From an optimization exercise on the open Yosys and OpenROAD flow, aimed at small area, a short achievable clock period and few clock cycles; shortcuts taken in it are not production practice.
No run shown here included a check of the RTL's function; only the layout flow was run.
Power is estimated from default activity; no workload was simulated.

==> flow/design.v <==
module Bin2BCD(
    input clk,
    input rst,
    input en,
    input [11:0] bin_d_in,
    output [15:0] bcd_d_out,
    output rdy
    );
    wire [14:0] mid;
    b2b_pre u_pre (.bin_d_in(bin_d_in), .mid(mid));
    reg [14:0] mid_q;
    reg        rdy_q;
    always @(posedge clk) begin
        if (en) mid_q <= mid;
        rdy_q <= en & ~rst;
    end
    b2b_post u_post (.mid_q(mid_q), .bcd_d_out(bcd_d_out));
    assign rdy = rdy_q;
endmodule
module b2b_pre(input [11:0] bin_d_in, output [14:0] mid);
    function [2:0] mod5(input [3:0] d);
        begin
            mod5[2] = (d[2] & ~d[1] & ~d[0]) | (d[3] & d[0]);
            mod5[1] = (d[1] & ~d[2]) | (d[1] & d[0]) | (d[3] & ~d[0]);
            mod5[0] = (~d[3] & ~d[2] & d[0]) | (d[2] & d[1] & ~d[0]) | (d[3] & ~d[0]);
        end
    endfunction
    function ge5(input [3:0] d);
        ge5 = d[3] | (d[2] & (d[1] | d[0]));
    endfunction
    wire [3:0] a0_0 = {3'd0, bin_d_in[11]};
    wire [3:0] a1_0 = {a0_0[2:0], bin_d_in[10]};
    wire [3:0] a2_0 = {a1_0[2:0], bin_d_in[9]};
    wire [3:0] a3_0 = {mod5(a2_0), bin_d_in[8]};
    wire [3:0] a3_1 = {3'd0, ge5(a2_0)};
    wire [3:0] a4_0 = {mod5(a3_0), bin_d_in[7]};
    wire [3:0] a4_1 = {a3_1[2:0], ge5(a3_0)};
    wire [3:0] a5_0 = {mod5(a4_0), bin_d_in[6]};
    wire [3:0] a5_1 = {a4_1[2:0], ge5(a4_0)};
    wire [3:0] a6_0 = {mod5(a5_0), bin_d_in[5]};
    wire [3:0] a6_1 = {mod5(a5_1), ge5(a5_0)};
    wire [3:0] a6_2 = {3'd0, ge5(a5_1)};
    wire [3:0] a7_0 = {mod5(a6_0), bin_d_in[4]};
    wire [3:0] a7_1 = {mod5(a6_1), ge5(a6_0)};
    wire [3:0] a7_2 = {a6_2[2:0], ge5(a6_1)};
    wire [3:0] a8_0 = {mod5(a7_0), bin_d_in[3]};
    wire [3:0] a8_1 = {mod5(a7_1), ge5(a7_0)};
    wire [3:0] a8_2 = {a7_2[2:0], ge5(a7_1)};
    wire [3:0] a9_0 = {mod5(a8_0), bin_d_in[2]};
    wire [3:0] a9_1 = {mod5(a8_1), ge5(a8_0)};
    wire [3:0] a9_2 = {mod5(a8_2), ge5(a8_1)};
    wire [3:0] a9_3 = {3'd0, ge5(a8_2)};
    assign mid = {a9_3[0:0], a9_2[3:0], a9_1[3:0], a9_0[3:0], bin_d_in[1:0]};
endmodule
module b2b_post(input [14:0] mid_q, output [15:0] bcd_d_out);
    function [2:0] mod5(input [3:0] d);
        begin
            mod5[2] = (d[2] & ~d[1] & ~d[0]) | (d[3] & d[0]);
            mod5[1] = (d[1] & ~d[2]) | (d[1] & d[0]) | (d[3] & ~d[0]);
            mod5[0] = (~d[3] & ~d[2] & d[0]) | (d[2] & d[1] & ~d[0]) | (d[3] & ~d[0]);
        end
    endfunction
    function ge5(input [3:0] d);
        ge5 = d[3] | (d[2] & (d[1] | d[0]));
    endfunction
    wire [3:0] m_3 = {3'b0, mid_q[14:14]};
    wire [3:0] m_2 = {mid_q[13:10]};
    wire [3:0] m_1 = {mid_q[9:6]};
    wire [3:0] m_0 = {mid_q[5:2]};
    wire [3:0] b10_0 = {mod5(m_0), mid_q[1]};
    wire [3:0] b10_1 = {mod5(m_1), ge5(m_0)};
    wire [3:0] b10_2 = {mod5(m_2), ge5(m_1)};
    wire [3:0] b10_3 = {m_3[2:0], ge5(m_2)};
    wire [3:0] b11_0 = {mod5(b10_0), mid_q[0]};
    wire [3:0] b11_1 = {mod5(b10_1), ge5(b10_0)};
    wire [3:0] b11_2 = {mod5(b10_2), ge5(b10_1)};
    wire [3:0] b11_3 = {b10_3[2:0], ge5(b10_2)};
    assign bcd_d_out = {b11_3, b11_2, b11_1, b11_0};
endmodule
==> flow/flow/run.sh <==
#!/bin/bash
set -euo pipefail
export ABC_POST_SCRIPT=$PWD/flow/abc_post.script
[ -f flow/abc_pre.script ] && export ABC_PRE_SCRIPT=$PWD/flow/abc_pre.script
sed "s|SYNTH_SCRIPT=[^ ]*|SYNTH_SCRIPT=$PWD/flow/synth_custom.tcl|" standard.sh > standard_custom.sh
bash standard_custom.sh synth > synth.log 2>&1
export BUFFER_PORTS_ARGS="-buffer_cell sky130_fd_sc_hd__buf_1"
export DONT_USE_CELLS="sky130_fd_sc_hd__clkdlybuf4s50_1 sky130_fd_sc_hd__clkdlybuf4s50_2 sky130_fd_sc_hd__clkdlybuf4s25_1 sky130_fd_sc_hd__clkdlybuf4s25_2 sky130_fd_sc_hd__clkdlybuf4s15_1 sky130_fd_sc_hd__clkdlybuf4s15_2 sky130_fd_sc_hd__clkdlybuf4s18_1 sky130_fd_sc_hd__clkdlybuf4s18_2 sky130_fd_sc_hd__dlymetal6s2s_1 sky130_fd_sc_hd__dlymetal6s4s_1 sky130_fd_sc_hd__dlymetal6s6s_1 sky130_fd_sc_hd__dlygate4sd1_1 sky130_fd_sc_hd__dlygate4sd2_1 sky130_fd_sc_hd__dlygate4sd3_1"
bash standard.sh > layout.log 2>&1
==> flow/flow/abc_post.script <==
strash
dch
amap
topo
stime -c
buffer -c
upsize -c
dnsize -c
==> flow/flow/synth_custom.tcl <==
# The standard flow's synthesis script (synth_recipe.tcl) with one change: Yosys's abc
# pass maps each module with its own ABC script. b2b_pre (the logic before
# the register) and the top keep the ORFS script; b2b_post (the logic after
# the register, which has timing slack to spare) uses flow/abc_post.script.
proc synth {args} { yosys synth -nofsm -noshare {*}$args }
proc abc {args} {
  set i [lsearch -exact $args -script]
  foreach {sel var} {b2b_pre ABC_PRE_SCRIPT b2b_post ABC_POST_SCRIPT Bin2BCD ABC_TOP_SCRIPT} {
    set a $args
    if { [info exists ::env($var)] && $::env($var) ne "" } {
      lset a [expr {$i + 1}] $::env($var)
    }
    yosys abc {*}$a $sel
  }
}
source $::env(SCRIPTS_DIR)/synth.tcl
# left out here: clear keep_hierarchy, flatten, clean up, hide names made inside functions, write 1_2_yosys.v
==> flow/standard.sh <==
#!/bin/bash
# synth_recipe.tcl (not shown) runs the flow's synth.tcl, then flattens the netlist and writes it again
# the make line also repeats each setting of config.mk as NAME=value (left out here)
make -C /OpenROAD-flow-scripts/flow DESIGN_CONFIG=/design/flow/config.mk WORK_HOME=/design/flow/orfs CLKGATE_MAP_FILE= SYNTH_SCRIPT=/design/flow/synth_recipe.tcl "${@:-finish}"
==> flow/config.mk <==
export PLATFORM = sky130hd
export DESIGN_NAME = Bin2BCD
export DESIGN_NICKNAME = Bin2BCD
export VERILOG_FILES = /design/flow/design.v
export SDC_FILE = /design/flow/constraint.sdc
export NUM_CORES = 4
export LEC_CHECK = 0
export ABC_AREA = 1
export CAP_MARGIN = 20
export CORE_MARGIN = 2
export CORE_UTILIZATION = 70
export CTS_BUF_LIST = sky130_fd_sc_hd__clkbuf_4
export CTS_CLUSTER_DIAMETER = 100
export CTS_CLUSTER_SIZE = 30
export PLACE_DENSITY = 0.85
export SETUP_SLACK_MARGIN = 0.3
export SLEW_MARGIN = 20
export SYNTH_HIERARCHICAL = 1
export SYNTH_MINIMUM_KEEP_SIZE = 0
==> flow/constraint.sdc <==
create_clock -name core_clock -period 3.0 [get_ports {clk}]
set_input_delay 0.6000 -clock core_clock [delete_from_list [all_inputs] [get_ports {clk}]]
set_output_delay 0.6000 -clock core_clock [all_outputs]
set_load 0.01 [all_outputs]
==> results.json, run 1 <==
{
  "status": "finished clean",
  "ys_seq_area_share_pct": 24.9,
  "cp-start-kind": "primary input",
  "whs_ns": 0.499,
  "port_buffers": 30,
  "place_area_um2": 1930,
  "clk_path_buf_depth": 2,
  "clkSinkCount": 16,
  "ctsResizeCount": 0,
  "numCtsBuffers": 3,
  "timing.final.crit_share_pct": 82.7,
  "dr.pass1.iters": 4,
  "crit_type": "primary input to flop",
  "fp.dieW_um": 56.0,
  "p_leak_nw": 0.955,
  "syn2layout_area_growth_pct": 4.30,
  "track_usage_pct": 22.5,
  "synth_area_um2": 1890,
  "place_congestion": 0.804,
  "grt_max_degree": 17,
  "die_area_um2": 3130,
  "path_clk_slew_ns": 0.08,
  "power_density_nw_per_um2": 506,
  "period_minus_slack_ns": 2.48,
  "synthDistinctLibCells": 35,
  "vias_per_cell": 5.41,
  "slew_viol_final": 0,
  "finalCoreUtilization_pct": 78.2,
  "wl_per_cell_um": 10.0,
  "grt_pass1_vias": 1566,
  "synth-edff-count": 15,
  "cts_setup_buffers": 0,
  "max_freq_mhz": 403,
  "antenna_cells": 0,
  "cts-root-buf": "clkbuf_4",
  "post-route-drc-count": 0,
  "min_path_type": "primary input to flop",
  "peakVddDrop_v": 0.000374,
  "core_um2": 2520,
  "rsz0062_at_grt": "true",
  "vias": 1833,
  "die_h_um": 56.0,
  "gr-total-overflow": 0,
  "finalInstanceArea_um2": 1970,
  "drtAntennaViolNets": 0,
  "crit_fanout": 5,
  "cts_tree": "yes",
  "endpoint_kind": "flop",
  "pin_count": 32,
  "setup_tns_ns": 0,
  "setup_viol": 0,
  "cp.required_ns": 3.01,
  "start_util_pct": 75.0,
  "synth-seq-cells": 16,
  "worstPathArrival_ns": 2.49,
  "drive_gt1_share_pct": 21.7,
  "worst_pin_slew_ns": 0.748,
  "antenna_found_initial": 0,
  "dpl.hpwl_um": 2810,
  "rows": 18,
  "avgSynthCellArea_um2": 6.54,
  "slew_headroom_pct": 50.1,
  "hold_violations": 0,
  "synth_fp_nets": 304,
  "netlist_instances": 289,
  "final_nets": 325,
  "h-tree-depth": 1,
  "finalWirelength_um": 3400,
  "async_flop_share_pct": 0,
  "grt_pass1_wl_um": 6030,
  "cts_hold_buf": 0,
  "drv_cap": 0,
  "synthFlopType": "edfxtp_1",
  "yosysWarningCount": 9,
  "drtIter0Drc": 93
}
modules after synthesis (local to each module, per instance):
module / copies in the design / cells inside
b2b_pre: 1 / 201
b2b_post: 1 / 70
Bin2BCD: 1 / 18
per-layer routing:
layer	GRT usage (%)	up-vias	routed length, um
li1	-	991	-
met1	30.0	800	1590
met2	40.2	38	1670
met3	0.930	4	99
met4	5.44	0	46
met5	0	-	0
worst max-delay path, cell delays in order:
cell and delay (ns):
buf_1 0.13, inv_2 0.12, nand2_2 0.09, nor2_2 0.15, nand2_1 0.10, nand2_2 0.12, nor2_1 0.05, nor2_1 0.09
nand3_1 0.09, nand2_2 0.13, nand2_2 0.09, nand2_1 0.07, nand2_1 0.12, inv_1 0.10, nor2_1 0.06, nor2_2 0.18
inv_2 0.06, nand2_1 0.08, nand3_1 0.08
flip-flops by register name, indices dropped and copies added, names as in the netlist:
signal / cells
rdy_q: 1
mid_q: 15
cell usage after synthesis, types with 2 or more instances:
library cell,instances,area [um^2]
nand2_1,68,255
or2_1,2,12.5
inv_2,12,45.0
nand4_1,3,18.8
nor2_2,10,62.6
a31oi_1,3,18.8
nor2_1,29,109
o22ai_1,6,37.5
a21oi_1,6,30.0
nand2_4,2,22.5
nand2_2,18,113
a221oi_2,2,30.0
o21ai_0,7,35.0
nand3_2,4,40.0
a21oi_2,4,35.0
o21ai_1,5,25.0
nand3_1,33,165
a22oi_1,2,15.0
nor3_1,4,20.0
o21ai_2,3,26.3
buf_4,13,97.6
edfxtp_1,15,450
inv_1,26,97.6
where the power goes:
part           leakage (nW)  switching [mW]  internal, mW
logic                 0.785           0.365         0.197
clock network        0.0154          0.0540        0.0480
registers             0.154          0.0384         0.294
total                 0.955           0.457         0.540
worst paths after layout:
kind,start,endpoint,slack (ns),depth (start not counted)
worst max-delay path,bin_d_in[9],mid_q[7]$_DFFE_PP_,0.52,19
worst min-delay path,rst,rdy_q$_DFF_P_,0.50,2
layout by cell type (no fill, tap or decap), types with 5 or more instances in the layout:
cell and instances:
nand2_1 67, a21oi_1 5, nand3_1 32, o21ai_0 7, nor2_1 29, o21ai_1 5, o22ai_1 6, nor2_2 10
nand2_2 19, nand3_2 5, inv_2 12, inv_1 26, buf_1 28, edfxtp_1 15, a21oi_2 5
final cells by class:
| type | count | area [um^2] |
|---|---|---|
| sequential | 16 | 470 |
| multi-input combinational | 221 | 1180 |
| fill | 193 | 551 |
| tap | 30 | 37.5 |
| clock buffer | 3 | 22.5 |
| clock inverter | 1 | 3.75 |
| timing repair buffer | 30 | 115 |
| inverter | 38 | 143 |
kinds of logic (layout without fill, tap and decap cells):
logic type      after synthesis  after routing  share of synthesized area (%)
buf+inv                      52             72                           13.3
other cells                   1              1                          0.198
simple gates                178            178                           45.6
flops                        16             16                           24.9
compound gates               42             42                           16.0
stage by stage:
| step | std cells | worst slack [ns] | power (mW) |
|---|---|---|---|
| final | 339 | 0.518 | 0.997 |
| after global routing | 339 | 0.265 | 1.10 |
| after CTS | 339 | 0.396 | 0.993 |
| after detailed placement | 335 | 0.130 | 0.891 |
| after global placement | 335 | 0.177 | 0.879 |
| after floorplan | 289 | 0.536 | 0.810 |
==> run 2, diff against run 1 <==
--- a/flow/flow/run.sh
+++ b/flow/flow/run.sh
@@ -1,6 +1,6 @@
 #!/bin/bash
 set -euo pipefail
-export ABC_POST_SCRIPT=$PWD/flow/abc_post.script
+[ -f flow/abc_post.script ] && export ABC_POST_SCRIPT=$PWD/flow/abc_post.script
 [ -f flow/abc_pre.script ] && export ABC_PRE_SCRIPT=$PWD/flow/abc_pre.script
 sed "s|SYNTH_SCRIPT=[^ ]*|SYNTH_SCRIPT=$PWD/flow/synth_custom.tcl|" standard.sh > standard_custom.sh
 bash standard_custom.sh synth > synth.log 2>&1
removed: flow/flow/abc_post.script
==> results.json, run 2 <==
{
  "status": "finished clean",
  "seqPwrFrac_pct": 32.1,
  "synth_fp_nets": 342,
  "vias": 1942,
  "final_cell_mix": "nand2_1, nand3_1, nor2_1, inv_1, buf_1",
  "avgSynthCellArea_um2": 6.13,
  "worstPathCellList": "buf_1, inv_2, nand2_2, nor2_2, nand2_1, nand2_2, nor2_1, nor2_1, nand3_1, nand2_2, nand2_2, nand2_1, nand2_1, inv_1, nor2_1, nor2_2, inv_2, nand2_1, nand3_1",
  "grtUsageMet2_pct": 41.7,
  "largest_reg_flops": 15,
  "grt_max_degree": 17,
  "path_clk_slew_ns": 0.08,
  "yosys-top-cells-count": "nand2_1, nand3_1, nor2_1",
  "numCtsBuffers": 3,
  "port_buffers": 30,
  "critPathMaxStageDelay_ns": 0.16,
  "gr-total-overflow": 0,
  "cp.required_ns": 3.03,
  "slew_headroom_pct": 50.3,
  "hold_path_end": "mid_q[2]$_DFFE_PP_",
  "core_um2": 2730,
  "start_util_pct": 73.3,
  "clk_path_buf_depth": 2,
  "synthDistinctLibCells": 26,
  "grt_use_met3_pct": 1.13,
  "synth_area_um2": 2000,
  "fillers": 237,
  "grt_pass1_vias": 1631,
  "yosysMostFrequentCell": "nand2_1",
  "period_minus_slack_ns": 2.41,
  "drtIter0Drc": 100,
  "synth_top_area_share_pct": 22.5,
  "rsz0062_at_grt": "false",
  "worstPathArrival_ns": 2.44,
  "timing.final.crit_share_pct": 80.3,
  "p_comb_share_pct": 57.4,
  "crit_path_top_delay_cell": "nor2_2",
  "antenna_found_initial": 0,
  "drtAntennaViolNets": 0,
  "wl_per_cell_um": 9.10,
  "h-tree-depth": 1,
  "dpl.hpwl_um": 2900,
  "power.internal_mw": 0.548,
  "p_switching_mw": 0.495,
  "netlist_instances": 327,
  "place_congestion": 0.792,
  "p_total_mw": 1.04,
  "yosys.area.top_type": "edfxtp_1",
  "cts_hold_buf": 0,
  "setup_viol": 0,
  "use_met1_pct": 27.1,
  "pin_count": 32,
  "synth-edff-count": 15,
  "yosysWarningCount": 9,
  "cts_tree": "yes",
  "fp.dieW_um": 57.5,
  "cp-start-kind": "primary input",
  "hold_depth": 1,
  "worst_pin_slew_ns": 0.746,
  "async_flop_share_pct": 0,
  "drive_gt1_share_pct": 20.2,
  "p_leak_nw": 1.10,
  "top_register": "mid_q",
  "reg.largest.list": "mid_q (15), rdy_q (1)",
  "endpoint_kind": "flop",
  "crit_fanout": 5,
  "synth.area.top_cells": "edfxtp_1, nand2_1, nand3_1",
  "power_density_nw_per_um2": 502,
  "worst_hold_startpoint": "bin_d_in[2]",
  "setup_tns_ns": 0,
  "cts-root-buf": "clkbuf_4",
  "slew_viol_final": 0,
  "antenna_cells": 0,
  "synthFlopType": "edfxtp_1",
  "switching_share_pct": 47.5,
  "finalWirelength_um": 3440,
  "min_path_type": "primary input to flop",
  "crit_type": "primary input to flop",
  "syn2layout_area_growth_pct": 3.75,
  "ys_seq_area_share_pct": 23.5,
  "rows": 19,
  "dr.pass1.iters": 4,
  "vias_per_cell": 5.14,
  "grt-busiest-layer": "met2",
  "post-route-drc-count": 0,
  "final_nets": 363,
  "final_common_cell": "nand2_1",
  "grt_pass1_wl_um": 6090,
  "p_clk_share_pct": 10.5,
  "die_h_um": 57.5,
  "hold_violations": 0,
  "synth-seq-cells": 16,
  "max_freq_mhz": 415,
  "peakVddDrop_v": 0.000376,
  "die_area_um2": 3310,
  "drv_cap": 0,
  "clkSinkCount": 16,
  "track_usage_pct": 22.5
}
run 2: worst max-delay path by stage:
stage	start	slack, ns	to	cells after the start
finish	bin_d_in[9]	0.59	mid_q[7]$_DFFE_PP_	19
global route	bin_d_in[8]	0.30	mid_q[10]$_DFFE_PP_	16
CTS	bin_d_in[10]	0.46	mid_q[7]$_DFFE_PP_	18
detailed placement	bin_d_in[10]	0.16	mid_q[7]$_DFFE_PP_	18
global placement	bin_d_in[10]	0.16	mid_q[7]$_DFFE_PP_	18
floorplan	bin_d_in[10]	0.54	mid_q[10]$_DFFE_PP_	20
run 2: critical path, delay by kind of cell:
family	cells	cell delay (ns)
and+or+nand+nor	15	1.45
buffers and inverters	4	0.39
run 2: timing repair:
item	CTS	global route
gates resized for setup	0	3
endpoints found under the setup margin	0	7
endpoints found under the hold margin	0	0
setup buffers	0	0
run 2: power by group through the flow:
stage               clock, mW  combinational (mW)  sequential [mW]
finish                  0.110               0.599            0.334
global route            0.117               0.687            0.342
CTS                     0.110               0.597            0.335
detailed placement          0               0.595            0.340
global placement            0               0.587            0.340
floorplan                   0               0.516            0.331
run 2: through the flow:
step / setup slack, ns / hold slack (ns) / cell area (um^2) / utilization [%] / instances
final: 0.590 / 0.479 / 2080 / 76.1 / 378
after detailed placement: 0.163 / 0.771 / 2050 / 74.9 / 374
after global placement: 0.156 / 0.771 / 2050 / 74.9 / 374
after floorplan: 0.536 / 0.667 / 2000 / - / 327
after global routing: 0.303 / 0.479 / 2080 / 76.1 / 378
after CTS: 0.460 / 0.479 / 2070 / 75.8 / 378
run 2: area by class of cell:
type	instances	area, um^2	area share (%)
multi-input cells	255	1270	61.1
flip-flops and latches	16	470	22.6
inverters	42	158	7.58
repair buffers	30	115	5.54
well taps	31	38.8	1.87
clock buffers	3	22.5	1.08
clock inverters	1	3.75	0.181
run 2: cell families after synthesis:
family          synth area share [%]
compound gates                  7.43
simple gates                    55.6
flops                           23.5
other cells                    0.187
buf+inv                         13.3
run 2: per-module statistics from Yosys (local to each module, per instance):
module	cells inside	area, um^2	flops+latches	times used
Bin2BCD	18	480	16	1
b2b_post	108	517	0	1
b2b_pre	201	1010	0	1
run 2: routing by layer:
metal  share of wire (%)  up-vias
li1                    -     1083
met1                  46      814
met2                  49       40
met3                 2.8        5
met4                 1.6        0
met5                   0        -

[re-timing with driven ports]
The flow's constraints put no driver on any port. The routed layouts listed below were extracted and timed again, unchanged, in two steps.
Step 1, drivers: a clkbuf_16 drives clk and a buf_2 each remaining input, both assumed.
Step 2 times the ports against the registers' clock, not the clock port: input delays grow and output delays shrink by t, the midpoint of the rising clock arrivals with the driver on.
Three values: ideal ports, drivers, drivers and shift; two values: the first two.
run | t (ns) | setup slack, ns | worst hold slack (ns) | worst setup path after step 2 | worst data-port slew with drivers (ns)
run 1 | 0.282 | 0.518 / 0.519 / 0.237 | 0.499 / 0.502 / 0.784 | input to register | 0.04
run 2 | 0.303 | 0.590 / 0.591 / 0.288 | 0.479 / 0.487 / 0.790 | input to register | 0.03
After both steps every run listed still meets setup and hold. For run 2, which loses most, drivers alone change the setup slack by +0.001 ns; drivers and shift together by -0.302 ns.
